From an optimization exercise on the open Yosys and OpenROAD flow, aimed at small area; shortcuts taken in it are not production practice.
The clock input has no modelled driver; a real chip could not lean on it and would need a root buffer or a full tree.
No activity file was given, so power comes from the tool's default toggle rates.

// top
module top (
    input  wire CLK,
    input  wire RST,
    input  wire RX,
    output wire TX,
    output wire CONTROL_PIN,
    output wire LED1
);
clock: 10.0 ns
lec_check: 0
cap_margin: 20
core_margin: 2
core_utilization: 70
place_density: 0.8
slew_margin: 20
standard.sh (not shown) runs the stock make flow with config.mk's settings and CLKGATE_MAP_FILE= SYNTH_SCRIPT=/design/flow/synth_recipe.tcl, a recipe that flattens the netlist after the stock synthesis.
==> flow/flow/run.sh <==
#!/bin/bash
# Own layout flow: the standard ORFS flow (standard.sh), with
#  - an area-oriented ABC mapping script in place of ORFS's speed script
#    (flip-flops are mapped before ABC runs, so registers are unchanged),
#  - a small clock tree of our own (clock_tree.tcl) in place of TritonCTS,
#  - port buffers of the smallest buffer cell.
# The ORFS logs of every step are under orfs/logs; the make output is in
# standard.log.
set -euo pipefail
W=$(pwd)
F="$W/flow"
rm -rf "$W/scripts_own"
cp -r "$FLOW_HOME/scripts" "$W/scripts_own"
cp "$F/abc_speed.script" "$W/scripts_own/abc_speed.script"
python3 - "$W/scripts_own/cts.tcl" "$F/clock_tree.tcl" <<'PY'
import sys
p, tree = sys.argv[1], sys.argv[2]
s = open(p).read()
old = "log_cmd clock_tree_synthesis {*}$cts_args"
assert old in s
s = s.replace(old, "source " + tree)
open(p, "w").write(s)
PY
export SCRIPTS_DIR="$W/scripts_own"
export OWN_CLK_BUFS="${OWN_CLK_BUFS:-3}"
export OWN_CLK_BUF="${OWN_CLK_BUF:-sky130_fd_sc_hd__buf_12}"
export BUFFER_PORTS_ARGS="-buffer_cell sky130_fd_sc_hd__buf_1"
bash standard.sh > "$W/standard.log" 2>&1
==> flow/flow/clock_tree.tcl <==
# Own clock tree, in place of TritonCTS: the CLK port drives OWN_CLK_BUFS
# buffers of type OWN_CLK_BUF, each driving one cluster of the clock sinks
# (k-means on the placed sink positions; each buffer at its cluster's centre).
set nbuf $::env(OWN_CLK_BUFS)
set bufcell $::env(OWN_CLK_BUF)
set block [ord::get_db_block]
set clknet [$block findNet CLK]
set master [[ord::get_db] findMaster $bufcell]
set pts {}
foreach it [$clknet getITerms] {
  set bb [[$it getInst] getBBox]
  lappend pts [list [expr {([$bb xMin] + [$bb xMax]) / 2.0}] [expr {([$bb yMin] + [$bb yMax]) / 2.0}] $it]
}
set pts [lsort -real -index 0 $pts]
set n [llength $pts]
# initial clusters: equal slices by x
set assign {}
for {set i 0} {$i < $n} {incr i} { lappend assign [expr {$i * $nbuf / $n}] }
for {set iter 0} {$iter < 30} {incr iter} {
  set cx {}; set cy {}; set cn {}
  for {set b 0} {$b < $nbuf} {incr b} { lappend cx 0.0; lappend cy 0.0; lappend cn 0 }
  for {set i 0} {$i < $n} {incr i} {
    set b [lindex $assign $i]
    lset cx $b [expr {[lindex $cx $b] + [lindex $pts $i 0]}]
    lset cy $b [expr {[lindex $cy $b] + [lindex $pts $i 1]}]
    lset cn $b [expr {[lindex $cn $b] + 1}]
  }
  for {set b 0} {$b < $nbuf} {incr b} {
    set c [expr {max(1, [lindex $cn $b])}]
    lset cx $b [expr {[lindex $cx $b] / $c}]
    lset cy $b [expr {[lindex $cy $b] / $c}]
  }
  # reassign, keeping clusters at most ceil(n / nbuf) + 2 sinks
  set cap [expr {($n + $nbuf - 1) / $nbuf + 2}]
  set cnt {}
  for {set b 0} {$b < $nbuf} {incr b} { lappend cnt 0 }
  set order {}
  for {set i 0} {$i < $n} {incr i} {
    set best 1e30
    for {set b 0} {$b < $nbuf} {incr b} {
      set d [expr {abs([lindex $pts $i 0] - [lindex $cx $b]) + abs([lindex $pts $i 1] - [lindex $cy $b])}]
      if {$d < $best} { set best $d }
    }
    lappend order [list $best $i]
  }
  set newassign $assign
  foreach o [lsort -real -decreasing -index 0 $order] {
    set i [lindex $o 1]
    set best 1e30
    set bb 0
    for {set b 0} {$b < $nbuf} {incr b} {
      if {[lindex $cnt $b] >= $cap} { continue }
      set d [expr {abs([lindex $pts $i 0] - [lindex $cx $b]) + abs([lindex $pts $i 1] - [lindex $cy $b])}]
      if {$d < $best} { set best $d; set bb $b }
    }
    lset newassign $i $bb
    lset cnt $bb [expr {[lindex $cnt $bb] + 1}]
  }
  set assign $newassign
}
puts "own clock tree: $n sinks, $nbuf x $bufcell, cluster sizes $cnt"
for {set b 0} {$b < $nbuf} {incr b} {
  set net [odb::dbNet_create $block "clknet_own_$b"]
  $net setSigType CLOCK
  set inst [odb::dbInst_create $block $master "clkbuf_own_$b"]
  for {set i 0} {$i < $n} {incr i} {
    if {[lindex $assign $i] != $b} { continue }
    set it [lindex $pts $i 2]
    $it disconnect
    $it connect $net
  }
  [$inst findITerm A] connect $clknet
  [$inst findITerm X] connect $net
  set w [[$inst getBBox] getDX]
  $inst setLocation [expr {int([lindex $cx $b]) - $w / 2}] [expr {int([lindex $cy $b])}]
  $inst setPlacementStatus PLACED
}
global_connect
Other scripts of this flow, unchanged in this note and not shown: flow/flow/abc_speed.script
Rerun with:
--- a/flow/flow/run.sh
+++ b/flow/flow/run.sh
@@ -24,4 +24,4 @@
 export SCRIPTS_DIR="$W/scripts_own"
-export OWN_CLK_BUFS="${OWN_CLK_BUFS:-3}"
-export OWN_CLK_BUF="${OWN_CLK_BUF:-sky130_fd_sc_hd__buf_12}"
+export OWN_CLK_BUFS="${OWN_CLK_BUFS:-4}"
+export OWN_CLK_BUF="${OWN_CLK_BUF:-sky130_fd_sc_hd__buf_8}"
 export BUFFER_PORTS_ARGS="-buffer_cell sky130_fd_sc_hd__buf_1"
What happened: Wire length rose slightly. Final area stays the same. Power drops slightly. Synthesized cell count stays the same. Critical path depth does not change. Final cell count stays flat. Via count increases slightly. Area after synthesis stays the same. Hold slack is worse by 0.013 ns. Die area stays the same. First-iteration DRC count fell by a quarter to a third.
No functional check of the RTL was part of any run of this note. No run of this note takes its clock network from TritonCTS; it comes from the design's own scripts or RTL.

[re-timing with driven ports]
The results above use ideal ports. As a check the final layouts listed here were re-extracted and re-timed, cells and wires unchanged.
Step 1 (the two cells are an assumption about what drives the block):
set clk [get_ports {CLK}]
set_driving_cell -lib_cell sky130_fd_sc_hd__clkbuf_16 $clk
set_driving_cell -lib_cell sky130_fd_sc_hd__buf_2 [delete_from_list [all_inputs] $clk]
Step 2 adds t to the input delays and takes it off the output delays; t is the mean of the earliest and latest rising clock arrival at the registers after step 1. Input paths then give back, and output paths get back, about the clock's delay inside the block.
Three values: ideal, step 1, step 2; two values: the first two.
run	shift t [ns]	setup WS [ns]	clock arrival spread, ns
the first run	0.198	5.287 / 5.226 / 5.424	0.010 / 0.010
the second run	0.202	5.278 / 5.211 / 5.413	0.022 / 0.022
After both steps setup and hold are still met in every run listed.
